What follows belongs to an exercise in optimizing a design on an open flow for a short achievable clock period and few clock cycles; a production flow would make more cautious choices.
Where RTL was checked, it was by simulation tests only, not by an equivalence proof against the original.
Power is estimated from default activity; no workload was simulated.

Design cpu, start of the top module:
module cpu(clock,resetn,imem_addr,imem_rdata,dmem_addr,dmem_we,dmem_wdata,dmem_rdata,
           rf_we,rf_waddr,rf_wdata);
==> flow/config.mk <==
export PLATFORM = sky130hd
export DESIGN_NAME = cpu
export DESIGN_NICKNAME = cpu
export VERILOG_FILES = /design/flow/design.v
export SDC_FILE = /design/flow/constraint.sdc
export NUM_CORES = 4
export LEC_CHECK = 0
export CAP_MARGIN = 20
export CORE_MARGIN = 2
export CORE_UTILIZATION = 40
export SETUP_SLACK_MARGIN = 3.0
export SLEW_MARGIN = 20
export SYNTH_HIERARCHICAL = 1
==> flow/constraint.sdc <==
create_clock -name core_clock -period 5.0 [get_ports {clock}]
set_input_delay 1.0000 -clock core_clock [delete_from_list [all_inputs] [get_ports {clock}]]
set_output_delay 1.0000 -clock core_clock [all_outputs]
set_load 0.01 [all_outputs]
run.sh (not shown) runs the stock make flow with config.mk's settings and CLKGATE_MAP_FILE= SYNTH_SCRIPT=/design/flow/synth_recipe.tcl, a recipe that flattens the netlist after the stock synthesis.
Testbench counts at the start, summed over its fixed seeds: cycles 41,155.
Rerun with:
Settings changed: SETUP_SLACK_MARGIN 3.0 to 2.7.
=> Sequential power is about the same. Global-route usage falls by 0.28 points. Wire length decreases by about 2.1%. Combinational power decreases by about 3%. Final cell count goes down by about 0.36%. Power increases by about 1.8%. Synthesized area stays the same. Design area stays flat.
Rerun with:
Settings changed: SETUP_SLACK_MARGIN 2.7 to 3.1.
Result: Area after synthesis is unchanged; maximum frequency climbs by about 3%; power drops by about 2.5%; die area stays the same; worst setup slack improved by 72 ps; wire length climbs by about 0.65%; final cell count is about the same.
Rerun with:
Settings changed: SETUP_SLACK_MARGIN 3.1 to 2.9.
=> Clock-buffer cell count rose by 3. Total power stays flat. Hold slack is about the same. Worst setup slack is better by 36 ps. Wire length fell by a few percent. Die area does not change. Sequential share of layout area rose by 0.37 points. Final cell count fell slightly. Synthesized area is unchanged.

build 4:
Another version of the RTL of cpu (not shown whole).
Size: about 2,600 cells after synthesis.
// cpu
module cpu(clock,resetn,imem_addr,imem_rdata,dmem_addr,dmem_we,dmem_wdata,dmem_rdata,
           rf_we,rf_waddr,rf_wdata);
Settings: LEC_CHECK=0, CAP_MARGIN=20, CORE_MARGIN=2, CORE_UTILIZATION=45, SETUP_SLACK_MARGIN=3.0, SLEW_MARGIN=20, SYNTH_HIERARCHICAL=1; clock period 5.0 ns.
Testbench counts of build 4, summed over its fixed seeds: cycles 41,155.
What build 62 does differently from build 4 at the input level:
Settings: a change of CORE_UTILIZATION from 45 to 40; a change of SETUP_SLACK_MARGIN from 3.0 to 3.1.
### Flow results
- Build 62 finished every stage and its layout cleared the timing, design-rule and antenna checks.
- Build 62 gives more met1 routed wirelength after detailed routing than build 4 did.
- Lower number of filler instances in the final layout goes to build 4 over build 62.
- Between build 4 and build 62, the clock transition time at the flip-flop clock pins of the worst setup and hold paths does not differ in any meaningful way.
- Compared with build 4, build 62 shows critical path depth lower by 2.
- The cell with the largest stage delay on the worst path comes out a222oi_1 in one run and a211o_1 in the other, namely in build 62 and build 4 respectively.
Modified inputs, build 66 compared to build 62
Settings: a change of SETUP_SLACK_MARGIN from 3.1 to 2.9.
Taking build 62 as the reference, in build 66 hold slack rose by 0.18 ns, total routing usage reported by global routing fell by 0.81 points, fraction of final layout cells sized beyond drive strength 1 fell by 1.9 points, cell count fell by 0.44%.
Build 66 reports its kind of path behind the tightest hold check as reg2reg while build 62 reports in2async.
Compared with build 62, build 66 ends up with a smaller final cell area.
Looking only at cell count along the critical path, and setting everything else aside, the lower value of build 62 and build 66 goes to build 66.

job 1881:
cpu, a different RTL version from the one above (not shown whole).
Size in the first run: roughly 2300 cells after synthesis, about 95 I/O pins, ~24000 sq um of cells after synthesis.
clock: 5.0 ns
lec_check: 0
cap_margin: 20
core_margin: 2
core_utilization: 40
setup_slack_margin: 2.7
slew_margin: 20
synth_hierarchical: 1
Testbench counts of job 1881, summed over its fixed seeds: cycles 41,155.
## Diff of input files: job 3697 against job 1881
Settings: CORE_UTILIZATION changed from 40 to 55; PLACE_DENSITY newly set to 0.7.
Results
Any difference in combinational power between job 3697 and job 1881 is small enough to ignore.
Between job 1881 and job 3697, the storage element area figures differ only marginally.
Compared with job 1881, job 3697 shows clock network fraction of design power lower by 0.9 points.
The top layer reached by signal wires comes out met4 in one run and met5 in the other, namely in job 1881 and job 3697 respectively.
Switching power total: job 3697 vs job 1881 up about 1.4%
The higher post-placement worst setup slack of job 3697 and job 1881 is in job 3697.
The fmax in job 3697 was lower than what job 1881 gave.
--- input diff job 3697..job 369 ---
Settings: PLACE_DENSITY removed (was 0.7); SETUP_SLACK_MARGIN changed from 2.7 to 3.0; CORE_UTILIZATION changed from 55 to 40.
## What came out
Job 369 went all the way through synthesis, placement and routing and the layout is clean on timing, DRC and antenna.
In job 369, the layout overhead on the synthesized area came out 2.9 points below the value in job 3697.
Job 369 against job 3697: final worst-path setup slack saw a decrease; number of standard cells in the final layout excluding fillers saw an increase.
Of job 3697 and job 369, job 3697 shows the lower clock-buffer cell count, with job 369 above it.
Cell with the largest stage delay on the worst path: and4_4 -> job 3697, a222oi_1 -> job 369
Job 369 vs job 3697 — sequential power dropped slightly
Job 369: number of buffers outside the clock class in the layout lower than job 3697
Against job 3697 as the reference, job 369 delivers a lower critical path depth.
Portion of the clock cycle consumed by the worst path in the final layout ends up higher on job 369.

## run 1
The RTL this note starts from:
==> flow/design.v <==
`timescale 1ns/10ps
module reg_file(clock,raddr1,rout1,raddr2,rout2,raddr3,rout3,wen,waddr,win);
input           clock;
input   [2:0]   raddr1,raddr2,raddr3;
output  [15:0]  rout1,rout2,rout3;
input           wen;
input   [2:0]   waddr;
input   [15:0]  win;
reg     [15:0]  ram[7:1];
assign rout1 = raddr1 ? ram[raddr1] : 16'd0;
assign rout2 = raddr2 ? ram[raddr2] : 16'd0;
assign rout3 = raddr3 ? ram[raddr3] : 16'd0;
always @(posedge clock)
    if (wen && waddr != 3'd0)
        ram[waddr] <= win;
endmodule
`timescale 1ns/10ps
module fetch_module(clock,resetn,br,cond,a,off,pc,imem_addr);
input           clock;
input           resetn;
input           br;
input   [2:0]   cond;
input   [15:0]  a;
input   [15:0]  off;
output  [15:0]  pc;
output  [11:0]  imem_addr;
reg  [15:0] pc;
wire taken = br & ((cond == 3'd0) ? (a == 16'd0) :
                   (cond == 3'd3) ? (a != 16'd0) :
                   (cond == 3'd1) ? !a[15] : a[15]);
assign imem_addr = pc[12:1];
always @(posedge clock or negedge resetn)
if (!resetn)
    pc <= 16'd0;
else
    pc <= taken ? pc + off : pc + 16'd2;
endmodule
`timescale 1ns/10ps
module decode_module(op,rd,sel,wen,imm);
input  [3:0]  op;
input  [2:0]  rd;
output [10:0] sel;
output        wen;
output        imm;
parameter NOP = 4'd0;
parameter ADD = 4'd1;
parameter SUB = 4'd2;
parameter AND = 4'd3;
parameter OR  = 4'd4;
parameter NOT = 4'd5;
parameter SL  = 4'd6;
parameter SR  = 4'd7;
parameter SRU = 4'd8;
parameter ADDI= 4'd9;
parameter LD  = 4'd10;
parameter ST  = 4'd11;
parameter BR  = 4'd12;
assign sel[0]  = (op == ADD) || (op == ADDI);
assign sel[1]  = (op == SUB);
assign sel[2]  = (op == AND);
assign sel[3]  = (op == OR);
assign sel[4]  = (op == NOT);
assign sel[5]  = (op == SL);
assign sel[6]  = (op == SR);
assign sel[7]  = (op == SRU);
assign sel[8]  = (op == LD);
assign sel[9]  = (op == ST);
assign sel[10] = (op == BR);
assign wen     = (op >= ADD) && (op <= LD) && (rd != 3'd0);
assign imm     = (op == ADDI) || (op == LD) || (op == ST);
endmodule
`timescale 1ns/10ps
module alu_module(sel,a,b,res);
input  [7:0]  sel;
input  [15:0] a;
input  [15:0] b;
output [15:0] res;
wire        big  = |b[15:4];
wire [3:0]  sh   = b[3:0];
wire [15:0] add  = a + b;
wire [15:0] sub  = a - b;
wire [15:0] shl  = big ? 16'd0 : (a << sh);
wire [15:0] shr  = big ? 16'd0 : (a >> sh);
wire signed [15:0] sa = a;
wire [15:0] asr  = sa >>> sh;
wire [15:0] sra  = big ? {16{a[15]}} : asr;
assign res = ({16{sel[0]}} & add)
           | ({16{sel[1]}} & sub)
           | ({16{sel[2]}} & (a & b))
           | ({16{sel[3]}} & (a | b))
           | ({16{sel[4]}} & ~a)
           | ({16{sel[5]}} & shl)
           | ({16{sel[6]}} & shr)
           | ({16{sel[7]}} & sra);
endmodule
`timescale 1ns/10ps
module mem_module(ld,st,base,off,sdata,alu_res,res,dmem_addr,dmem_we,dmem_wdata,dmem_rdata);
input         ld;
input         st;
input  [15:0] base;
input  [15:0] off;
input  [15:0] sdata;
input  [15:0] alu_res;
output [15:0] res;
output [11:0] dmem_addr;
output        dmem_we;
output [15:0] dmem_wdata;
input  [15:0] dmem_rdata;
wire [12:0] ea = base[12:0] + off[12:0];
assign dmem_addr  = ea[12:1];
assign dmem_we    = st;
assign dmem_wdata = sdata;
assign res        = ld ? dmem_rdata : alu_res;
endmodule
`timescale 1ns/10ps
module wb_module(clock,resetn,wen,waddr,wdata,rf_we,rf_waddr,rf_wdata);
input           clock;
input           resetn;
input           wen;
input   [2:0]   waddr;
input   [15:0]  wdata;
output          rf_we;
output  [2:0]   rf_waddr;
output  [15:0]  rf_wdata;
reg         rf_we;
reg  [2:0]  rf_waddr;
reg  [15:0] rf_wdata;
always @(posedge clock or negedge resetn)
if (!resetn)
    rf_we <= 1'b0;
else
    rf_we <= wen;
always @(posedge clock) begin
    rf_waddr <= waddr;
    rf_wdata <= wdata;
end
endmodule
`timescale 1ns/10ps
module cpu(clock,resetn,imem_addr,imem_rdata,dmem_addr,dmem_we,dmem_wdata,dmem_rdata,
           rf_we,rf_waddr,rf_wdata);
input       clock;
input       resetn;
output [11:0] imem_addr;
input  [15:0] imem_rdata;
output [11:0] dmem_addr;
output        dmem_we;
output [15:0] dmem_wdata;
input  [15:0] dmem_rdata;
output        rf_we;
output [2:0]  rf_waddr;
output [15:0] rf_wdata;
wire [15:0] pc;
wire [15:0] inst = imem_rdata;
wire [3:0]  op   = inst[15:12];
wire [2:0]  rd   = inst[11:9];
wire [2:0]  rs1  = inst[8:6];
wire [2:0]  rs2  = inst[5:3];
wire [15:0] sx   = {{10{inst[5]}}, inst[5:0]};
wire [10:0] dec_sel;
wire        dec_wen;
wire        dec_imm;
decode_module decode(.op(op), .rd(rd), .sel(dec_sel), .wen(dec_wen), .imm(dec_imm));
wire [15:0] rf1, rf2, rfd;
wire [15:0] ex_res;
reg         ex_wen;
reg  [2:0]  ex_rd;
reg_file regs(.clock(clock),
              .raddr1(rs1), .rout1(rf1),
              .raddr2(rs2), .rout2(rf2),
              .raddr3(rd),  .rout3(rfd),
              .wen(ex_wen), .waddr(ex_rd), .win(ex_res));
wire fwd1 = ex_wen && (ex_rd == rs1);
wire fwd2 = ex_wen && (ex_rd == rs2);
wire fwdd = ex_wen && (ex_rd == rd);
wire [15:0] v1 = fwd1 ? ex_res : rf1;
wire [15:0] v2 = fwd2 ? ex_res : rf2;
wire [15:0] vd = fwdd ? ex_res : rfd;
reg  [15:0] ex_a, ex_b, ex_s, ex_sx;
reg  [10:0] ex_sel;
reg  [2:0]  ex_cond;
always @(posedge clock or negedge resetn)
if (!resetn) begin
    ex_sel  <= 11'd0;
    ex_wen  <= 1'b0;
    ex_rd   <= 3'd0;
    ex_cond <= 3'd0;
end else begin
    ex_sel  <= dec_sel;
    ex_wen  <= dec_wen;
    ex_rd   <= rd;
    ex_cond <= rd;
end
always @(posedge clock) begin
    ex_a  <= v1;
    ex_b  <= dec_imm ? sx : v2;
    ex_s  <= vd;
    ex_sx <= sx;
end
wire [15:0] alu_res;
alu_module alu(.sel(ex_sel[7:0]), .a(ex_a), .b(ex_b), .res(alu_res));
wire ex_ld = ex_sel[8];
wire ex_st = ex_sel[9];
wire ex_br = ex_sel[10];
mem_module mem(.ld(ex_ld), .st(ex_st), .base(ex_a), .off(ex_sx), .sdata(ex_s),
               .alu_res(alu_res), .res(ex_res),
               .dmem_addr(dmem_addr), .dmem_we(dmem_we), .dmem_wdata(dmem_wdata),
               .dmem_rdata(dmem_rdata));
fetch_module fetch(.clock(clock), .resetn(resetn), .br(ex_br), .cond(ex_cond),
                   .a(ex_a), .off(ex_sx), .pc(pc), .imem_addr(imem_addr));
wb_module wb(.clock(clock), .resetn(resetn), .wen(ex_wen), .waddr(ex_rd), .wdata(ex_res),
             .rf_we(rf_we), .rf_waddr(rf_waddr), .rf_wdata(rf_wdata));
endmodule
==> flow/config.mk <==
export PLATFORM = sky130hd
export DESIGN_NAME = cpu
export DESIGN_NICKNAME = cpu
export VERILOG_FILES = /design/flow/design.v
export SDC_FILE = /design/flow/constraint.sdc
export NUM_CORES = 4
export LEC_CHECK = 0
export ABC_CLOCK_PERIOD_IN_PS = 2500
export CAP_MARGIN = 20
export CORE_MARGIN = 2
export CORE_UTILIZATION = 40
export SETUP_SLACK_MARGIN = 2.5
export SLEW_MARGIN = 20
==> flow/constraint.sdc <==
create_clock -name core_clock -period 5.0 [get_ports {clock}]
set_input_delay 1.0000 -clock core_clock [delete_from_list [all_inputs] [get_ports {clock}]]
set_output_delay 1.0000 -clock core_clock [all_outputs]
set_load 0.01 [all_outputs]
The following lists how run 2 was set up differently from run 1:
- a deleted SETUP_SLACK_MARGIN that had been 2.5
- a deleted ABC_CLOCK_PERIOD_IN_PS that had been 2500
### Flow results
Run 2: all stages complete, timing, DRC and antenna checks passed
The clock power in run 1 is 1.06 times that in run 2.
Measured against each other, run 1 and run 2 differ in fraction of area in clock buffers and inverters, the lower figure coming from run 1.
Status: via density per instance parity (run 2, run 1)
Routed length per instance: run 2 lower than run 1
Re switching portion of total power: run 2 is 1.2 points down on run 1.
For cell area, dividing the value from run 1 by the value from run 2 gives 1.17.
Compared with run 1, final cell count in run 2 decreased by a few percent.
Summary of the comparison: critical path depth in cells is lower in run 2, relative to run 1.
Higher pin count of the biggest net entering global routing among run 1 and run 2: run 2
### run 2 -> run 3
- ABC_CLOCK_PERIOD_IN_PS newly set to 2000
- SETUP_SLACK_MARGIN newly set to 3.0
[summary]
Clock power, run 3 and run 2, lower one = run 2.
Taking run 2 as 1.0, run 3 lands at 1.09 on cell count.
From run 2 to run 3 the numbers moved as follows: minimum clock period after layout dropped 1030 ps; wire length after detailed routing up about 13%; met2 wirelength from detailed routing shows an increase of about 15%; sequential share of layout area moved down.
Run 3 leaves more setup margin than run 2.
Growth of design area from synthesis to finish: run 3 vs run 2 up 24 points
Number of buffers inserted to repair setup after CTS (run 3 over run 2): increase, 125
Relative to run 2, number of non-clock inverters in the layout has increased by 1 in run 3.
The fill cell total of the finished layout of run 3 falls short of that of run 2 by 9.6%.
No run of this note included a check of the RTL's function; only the layout flow was run.

-- what the ideal ports hide --
No port has a modelled driver above. Below, the same layouts with a new extraction and two added sets of constraints.
Step 1 assumes that a clkbuf_16 drives the clock port and a buf_2 every other input.
Step 2 times the ports against the registers' clock, not the clock port: input delays grow and output delays shrink by t, the midpoint of the rising clock arrivals with the driver on.
a / b / c = ideal / step 1 / step 2; a / b = the first two.
run	shift t [ns]	setup slack, ns	worst register clock-pin slew, ns	cell pins on the clock port's net
the first run of note 1	0.641	2.469 / 2.430 / 1.790	0.07 / 0.07	1
the second run of note 1	0.660	2.448 / 2.449 / 1.789	0.07 / 0.07	1
the third run of note 1	0.651	2.520 / 2.520 / 1.883	0.06 / 0.06	1
the fourth run of note 1	0.651	2.557 / 2.530 / 1.879	0.06 / 0.06	1
build 4	0.653	2.538 / 2.541 / 1.887	0.07 / 0.07	1
build 62	0.670	2.488 / 2.415 / 1.745	0.07 / 0.07	1
build 66	0.657	2.544 / 2.515 / 1.858	0.07 / 0.07	1
job 1881	0.623	2.548 / 2.544 / 1.921	0.06 / 0.06	1
job 3697	0.629	2.401 / 2.397 / 1.768	0.07 / 0.07	1
job 369	0.631	2.300 / 2.300 / 1.825	0.07 / 0.07	1
run 1	0.550	1.415 / 1.366 / 1.631	0.07 / 0.07	1
run 2	0.554	0.402 / 0.353 / 0.907	0.07 / 0.07	1
run 3	0.560	1.432 / 1.385 / 1.521	0.07 / 0.07	1
After both steps setup and hold are still met in every run listed. The setup slack of build 62, which loses most, moves by -0.073 ns with the drivers and by -0.743 ns with both steps.
